From an optimization exercise on the open Yosys and OpenROAD flow, aimed at small area and a short achievable clock period; shortcuts taken in it are not production practice.
RTL that was checked went through simulation tests only; none was proved equivalent to the original.
The RTL of run 2 was laid out without a check of its function.
Power figures rest on the tool's default switching activity, not on a simulated workload.

==> flow/design.v, too long to show whole: its modules and the start of the top module <==
// module FloatingPointMultiplierSingle: 1187 lines
module FloatingPointMultiplierSingle (clk,reset,en,inputA,inputB,result, OF);
  // ...
==> flow/flow/run.sh <==
#!/bin/bash
# Standard ORFS layout with two changes: Yosys's generic ABC pass before
# full-adder extraction is skipped (SYNTH_ARGS=-noabc), so the hand-written
# adder tree maps to full-adder cells without extra inverters; and the port
# buffers are buf_2 cells instead of the default delay-buffer choice.
# The timing repair aims for 5.3 ns of setup slack (SETUP_SLACK_MARGIN).
# Registers are unchanged. ORFS writes each tool's log under orfs/logs.
set -euo pipefail
bash standard.sh SYNTH_ARGS=-noabc "BUFFER_PORTS_ARGS=-buffer_cell sky130_fd_sc_hd__buf_2" SETUP_SLACK_MARGIN=5.3 finish > standard.log 2>&1
==> flow/standard.sh <==
#!/bin/bash
# synth_recipe.tcl (not shown) runs the flow's synth.tcl, then flattens the netlist and writes it again
# the make line also repeats each setting of config.mk as NAME=value (left out here)
make -C /OpenROAD-flow-scripts/flow DESIGN_CONFIG=/design/flow/config.mk WORK_HOME=/design/flow/orfs CLKGATE_MAP_FILE= SYNTH_SCRIPT=/design/flow/synth_recipe.tcl "${@:-finish}"
==> flow/config.mk <==
export PLATFORM = sky130hd
export DESIGN_NAME = FloatingPointMultiplierSingle
export DESIGN_NICKNAME = FloatingPointMultiplierSingle
export VERILOG_FILES = /design/flow/design.v
export SDC_FILE = /design/flow/constraint.sdc
export NUM_CORES = 4
export LEC_CHECK = 0
export CAP_MARGIN = 20
export CORE_MARGIN = 2
export CORE_UTILIZATION = 45
export CTS_BUF_LIST = sky130_fd_sc_hd__clkbuf_4 sky130_fd_sc_hd__clkbuf_8
export SETUP_SLACK_MARGIN = 5
export SLEW_MARGIN = 20
export TNS_END_PERCENT = 100
==> flow/constraint.sdc <==
create_clock -name core_clock -period 11.0 [get_ports {clk}]
set_input_delay 2.2000 -clock core_clock [delete_from_list [all_inputs] [get_ports {clk}]]
set_output_delay 2.2000 -clock core_clock [all_outputs]
set_load 0.01 [all_outputs]
==> run summary, run 1 <==
* Crit. End Element: flop
* Total gr overflow at 0
* Post-synthesis mux area share at 0.01442
* Vias per cell at 6.113
* Die H at 211.9 microns
* Largest net degree at the start of global routing at 74
* Main synth FF type: edfxtp_1
* I/O Buffers at 99
* Hold_buf cts at 0
* FFs & Latches at 117
* CTS buffer count at 17
* Number of global-route vias before repair at 16.23k
* Final Skew at 0.01956 ns
* Post-synth cell types at 68
* Hold Path Sink: result[12]
* Largest Register: q_pp
* Clk buf depth at 2
* Worst-margin pin slew at 1.089 ns
* Global routing usage on met1 at 0.3511
* Initial drt markers at 1462
* Ratio of cells with drive above 1 in the final layout at 0.1411
* # placed instances at 2499
* Tot Pwr at 7.207 mW
* Synth Area in Adders at 0.3645
* Tot GR Track Use at 0.2661
* Run status: finished clean
* Area delta synth->final at 10.83%
* P_comb at 5.87 mW
* Max cap viols at 0
* CP Data Arrival Time at 6.19 ns
* Clk pwr at 0.388 mW
* P_seq at 0.953 mW
* Final WS setup at 5.123 ns
* Non-Filler Instances at 2549
* Seq/Total Area, Yosys at 0.1627
* First-pass GRT wire length at 92000 microns
* Logic pwr share at 0.814
* Critical R2R Capture: result[22]
==> run 2: changes to the inputs <==
--- a/flow/design.v
+++ b/flow/design.v
@@ -925,38 +925,37 @@
 wire cK = lowsum[16];    
 function [4:0] tz23; input [22:0] m; integer i; begin
   tz23 = 5'd23;
   for (i = 22; i >= 0; i = i - 1) if (m[i]) tz23 = i;
 end endfunction
 wire [5:0] tzsum = tz23(A[22:0]) + tz23(B[22:0]);
 wire sticky = tzsum < 6'd23;
 wire [8:0] e0 = {1'b0, A[30:23]} + {1'b0, B[30:23]} - 9'd127;
-wire [8:0] e1 = e0 + 9'd1;
 wire a_mz = A[22:0] == 23'd0, b_mz = B[22:0] == 23'd0;
 wire a_ef = A[30:23] == 8'hff, b_ef = B[30:23] == 8'hff;
 wire zf = (a_mz & A[30:23] == 8'h00) | (b_mz & B[30:23] == 8'h00);
 wire inf = (a_mz & a_ef) | (b_mz & b_ef);
 wire nan = (zf & inf) | (~a_mz & a_ef) | (~b_mz & b_ef);
 wire [1:0] cls = nan ? 2'b10 : zf ? 2'b00 : inf ? 2'b01 : 2'b11;
 reg [69:0] q_pp;
-reg q_cK, q_sticky, q_sign, q_of0, q_of1;
+reg q_cK, q_sticky, q_sign, q_of0;
 reg [7:0] q_e0;
 reg [1:0] q_cls;
 always @(posedge clk) begin
   if (reset) begin
     q_sign <= 1'b0; q_cls <= 2'b00;
   end else if (en) begin
     q_sign <= A[31] ^ B[31]; q_cls <= cls;
   end
 end
 always @(posedge clk) begin
   if (en) begin
     q_pp <= pp_bits; q_cK <= cK; q_sticky <= sticky;
-    q_of0 <= e0[8]; q_of1 <= e1[8]; q_e0 <= e0[7:0];
+    q_of0 <= e0[8]; q_e0 <= e0[7:0];
   end
 end
 wire s873 = q_pp[6] ^ q_pp[7];
 wire c874 = q_pp[6] & q_pp[7];
 wire s875 = q_pp[9] ^ q_pp[10];
 wire c876 = q_pp[9] & q_pp[10];
 wire s877 = q_pp[11] ^ q_pp[12];
 wire c878 = q_pp[11] & q_pp[12];
@@ -1170,17 +1169,17 @@
 wire Ap1077 = m_sel[14] & Ap1068;
 wire Ap1078 = m_sel[16] & Ap1063;
 wire Ap1079 = m_sel[18] & Ap1069;
 wire Ap1080 = m_sel[20] & Ap1065;
 wire [22:0] ones = {Ap1070, Ap1080, Ap1065, Ap1079, Ap1069, Ap1078, Ap1063, Ap1077, Ap1068, Ap1076, Ap1064, Ap1075, Ap1067, Ap1074, Ap1061, Ap1073, Ap1066, Ap1072, Ap1056, Ap1071, Ap1045, m_sel[0], 1'b1};
 wire [22:0] mant = m_sel ^ ({23{m_inc}} & ones);
 wire [7:0] expo = q_e0 + n;
 wire normal = q_cls == 2'b11;
-assign OF = normal & (n ? q_of1 : q_of0);
+assign OF = normal & (q_of0 ^ (n & (&q_e0)));
 wire [31:0] O;
 assign O[31] = q_sign;
 assign O[30:23] = normal ? expo : (q_cls == 2'b00 ? 8'h00 : 8'hff);
 assign O[22:0] = normal ? mant : (q_cls == 2'b10 ? 23'h7fffff : 23'h0);
 always @(posedge clk) begin
   if (reset) result <= 32'd0;
   else if (en) result <= O;
 end
==> flow/flow/run.sh (replaced) <==
#!/bin/bash
# Standard ORFS layout with two changes: Yosys's generic ABC pass before
# full-adder extraction is skipped (SYNTH_ARGS=-noabc), so the hand-written
# adder tree maps to full-adder cells without extra inverters; and the port
# buffers are buf_2 cells instead of the default delay-buffer choice.
# Registers are unchanged. ORFS writes each tool's log under orfs/logs.
set -euo pipefail
bash standard.sh SYNTH_ARGS=-noabc "BUFFER_PORTS_ARGS=-buffer_cell sky130_fd_sc_hd__buf_2" finish > standard.log 2>&1
==> run 2 against run 1 <==
Via count is 1.2% lower. Clock skew is 0.0093 ns higher. Maximum frequency is 0.74% lower. Utilization is 0.47 points lower. Critical path depth stayed put. Non-clock buffer count is 11 lower. Synthesized cell count is 1.2% lower. Sequential share of layout area is 0.26 points higher. Register-to-register slack worse by 0.20 ns. Largest power group unchanged. Cell count is 3.0% lower. Largest cell class unchanged. Power is 0.58% lower. Worst setup slack worse by 0.044 ns.
==> run summary, run 2 <==
* Run status: finished clean
* DR DRC count at 0
* Post-DP HPWL at 42400 microns
* Async SR Flop Fraction at 0
* Seq/Total Area, Yosys at 0.1622 (-0.0005218)
* Setup TNS at 0 ns
* Worst Reg-to-Reg Cells at 21
* Multi-input gate area at 15410 sq um
* Most frequent cell after synthesis: xnor2_1
* Crit. Startpoint: inputB[5]
* Mapped Area at 19320 sq um
* Most common cell after layout, fill and taps aside: xnor2_1
* Detailed-route via count at 15.40k
* Drt pass-1 iters at 7
* Wirelength per Cell at 24.50 microns
* Area after DPL at 20080 sq um
* Htree depth at 4
* FILL cells at 3869
* Tot Pwr at 7.166 mW (-0.58%)
* Worst slew margin at 0.2393
* Post-synth cell types at 83 (+22%)
* Seq. cell area at 3133 sq um
* Slowest CP cell: fa_1
* Top flop regs: q_pp (70), result (32), q_e0 (8)
* Core ar. at 42130 sq um
* Slowest Stage Delay on Critical Path at 0.57 ns
* Setup crit start kind: input port
* Worst skew pair latency at 0.48 ns
* Critical Path RT at 11.23 ns
* Max reg flops at 70
* Average cell area after synthesis at 10.02 sq um
* I/O pin cnt at 100
* Synth Area in Compound Gates at 0.1766
* CP Data Arrival Time at 6.15 ns (-0.04 ns)
* Main synth FF type: edfxtp_1
* Antenna violations before repair at 5
* CP bufs+invs at 2
* Largest Register: q_pp
* # rows at 75
* Clk buf depth at 2 (unchanged)
* Simple-gate share of the synthesized area at 0.07480
* RR Startpoint: q_pp[9]
* Synth area leader: fa_1
* Initial drt markers at 1630 (+11%)
* CP top delay family: adder cells
* CTS buffer count at 17 (unchanged)
* Reg clk slew, reported paths at 0.08 ns
* NumNets Final at 2392
* WL final at 60580 microns
* PwrDens at 341.7 nW/um^2
* Final min period at 5.921 ns
* First-pass GRT wire length at 93620 microns (+1.8%)
* Largest net degree at the start of global routing at 59 (-20%)
* Initial core utilization at 0.4585
* Post-synthesis mux area share at 0.009391 (-0.005025)
* Number of global-route vias before repair at 15.80k (-2.7%)
* Tot GR Track Use at 0.2771 (+0.01108)
* Root Driver: clkbuf_8
* Final ANT Viol Nets at 0
* Vias per cell at 6.227 (+1.9%)
* Most frequent CP cell: fa_1
* Clk sinks at 116
* Post-synth EDFFs at 81
* Final setup viols at 0
* Cell area after layout at 20970 sq um
* Hold WC Path Type: flop to flop
* Hold_buf cts at 0 (unchanged)
* Gpl congestion at 0.8575
* Crit. End Element: flop
* Max cap viols at 0 (unchanged)
* TritonCTS clock tree: done
* Synthesized Nets at 2404
* Die area at 44610 sq um
* CP Depth at 16
* Synth top area cells: fa_1 27%, xnor2_1 13%, edfxtp_1 13%, a22oi_1 9.4%, ha_1 9.3%
* Synth Area in Adders at 0.3668 (+0.002313)
* Worst Setup EP: q_cK
* Largest family of logic cells by synthesized area: adder cells
* Non-Filler Instances at 2473 (-3.0%)
* Worst-margin pin slew at 1.126 ns (+0.03722 ns)
* I/O Buffers at 99 (unchanged)
* Most frequent cells in the layout: 285 x xnor2_1, 257 x fa_1, 242 x a22oi_1
* Ys Warns at 1
* Die width at 211.2 microns
* Total gr overflow at 0 (unchanged)
* VDD IR-drop max at 0.2602 mV
* Slew Limit Fails at 0
* Crit path max fanout at 24
* Synth Register Bits at 116
* Critical R2R Capture: result[21]
* Leakage power at 8.217 nW
* Ratio of cells with drive above 1 in the final layout at 0.1280 (-0.01313)
* Fmax at 168.9 MHz
* Final Hold Fails at 0
* Final Skew at 0.02889 ns (+0.009326 ns)
* Post-Synth XOR/XNOR Area at 0.1576
* Die H at 211.2 microns (-0.31%)
* Top-area cell type share of the netlist area at 0.2736
* Cells along the critical path: buf_2 -> nor2_1 -> nand2_1 -> o21ai_2 -> buf_4 -> a22oi_1 -> xnor2_1 -> fa_1 -> fa_2 -> fa_1 -> fa_1 -> ha_1 -> ha_1 -> a21o_1 -> a21oi_2 -> o41ai_2
* RSZ-0062 raised after global routing: yes
* Critical path class: input port to flop
* # placed instances at 2427 (-2.9%)
* Final worst path period share at 0.5382
* Area delta synth->final at 8.549%
* Cell count after synthesis at 1929
* Commonest cells in the netlist: 285 x xnor2_1, 264 x fa_1, 242 x a22oi_1
* R2R Setup Slk at 5.38 ns
## run 2: changes by cell type after synthesis, sizes merged, moves of 5 or more
cell    before  now
a211oi       4   14
a21oi       85   80
a22o        23    1
mux2i       28   15
nand2       99  109
nand3       28   20
o211ai      20    7
o21ai       46   59
or3         10    5
xnor2      294  285
xor2        31   58
## run 2: cells by family after synthesis
kind of cell	Yosys count
flops	116
buf+inv	270
fa+ha+maj	408
mux	16
compound gates	491
xor+xnor	343
simple gates	285
## run 2: worst reg2reg max path: stages (launching register included)
cell and delay [ns]:
edfxtp_1 0.38, ha_1 0.31, ha_1 0.31, a21oi_1 0.17
o21ai_2 0.11, o311ai_4 0.50, o21ai_0 0.32, a21o_1 0.24
a21o_1 0.19, a21o_1 0.18, a21o_1 0.21, fa_1 0.38
xor2_1 0.38, and2_1 0.22, nand2_1 0.12, nor4_4 0.30
nand2_2 0.12, mux2i_4 0.29, nand4_4 0.15, o21a_1 0.20
o211a_1 0.23, o32ai_2 0.23
## run 2: timing repair
| item | in CTS | in global routing |
|---|---|---|
| cloned | 2 | 0 |
| buffers inserted | 3 | 5 |
| endpoints found under the setup margin | 28 | 6 |
| gates resized for setup | 29 | 46 |
| pin swaps | 3 | 12 |
## run 2: area by class of cell
| type | count | share of cell area |
|---|---|---|
| antenna | 4 | 0.0004773 |
| clock buffer | 24 | 0.01486 |
| clock inverter | 8 | 0.008233 |
| inverter | 106 | 0.02231 |
| multi-input combinational | 1544 | 0.7349 |
| sequential | 116 | 0.1494 |
| tap | 539 | 0.03216 |
| timing repair buffer | 132 | 0.03771 |
## run 2: worst min path at each step
stage	start	end	cells after the start
2_1_floorplan	q_sign	q_sign	2
3_3_place_gp	result[18]	result[18]	1
3_5_place_dp	result[18]	result[18]	1
5_1_grt	result[18]	result[18]	1
6_report	result[17]	result[17]	2
4_1_cts	result[23]	result[23]	2
## run 2: where the power goes
group / leakage, nW / switching, mW / internal [mW]
Sequential: 1.08 / 0.0676 / 0.879
Clock: 0.248 / 0.194 / 0.302
Combinational: 6.89 / 3.31 / 2.41
## run 2: metal layers
layer / up-vias / track usage / wire (microns) / part of all wire
met2: 808 / 0.4400 / 27300 / 0.45
met1: 7728 / 0.3740 / 25660 / 0.42
li1: 6746 / - / - / -
met4: 4 / 0.09203 / 1757 / 0.029
met3: 113 / 0.06408 / 5837 / 0.096
met5: - / 0 / 23 / 0.00038
## run 2: metrics by stage
step	util	setup WS [ns]	hold slack [ns]
finish	0.4977	5.079	0.4600
global route	0.4976	4.965	0.4823
CTS	0.4916	4.980	0.4616
detailed placement	0.4766	3.872	0.4492
global placement	0.4766	3.915	0.4379
floorplan	-	4.869	0.4628

[re-timing with driven ports]
The results above use ideal ports. As a check the final layouts listed here were re-extracted and re-timed, cells and wires unchanged.
Step 1: set_driving_cell puts a clkbuf_16 on clk and a buf_2 on each other input, an assumption about the parent block.
Step 2 also shifts input and output timing later by t, the mid clock arrival at the registers, as if the neighbouring blocks saw the same clock.
a / b / c = no drivers / after step 1 / after step 2; a / b = the first two.
run	shift t [ns]	setup WS [ns]	latest minus earliest clock arrival (ns)	slew at the worst register clock pin (ns)	cell pins on the clock port's net
run 1	0.520	5.123 / 5.108 / 4.588	0.020 / 0.019	0.09 / 0.09	1
run 2	0.522	5.079 / 5.112 / 4.591	0.029 / 0.029	0.09 / 0.09	1
After both steps setup and hold are still met in every run listed. The setup slack of run 1, which loses most, moves by -0.015 ns with the drivers and by -0.535 ns with both steps.
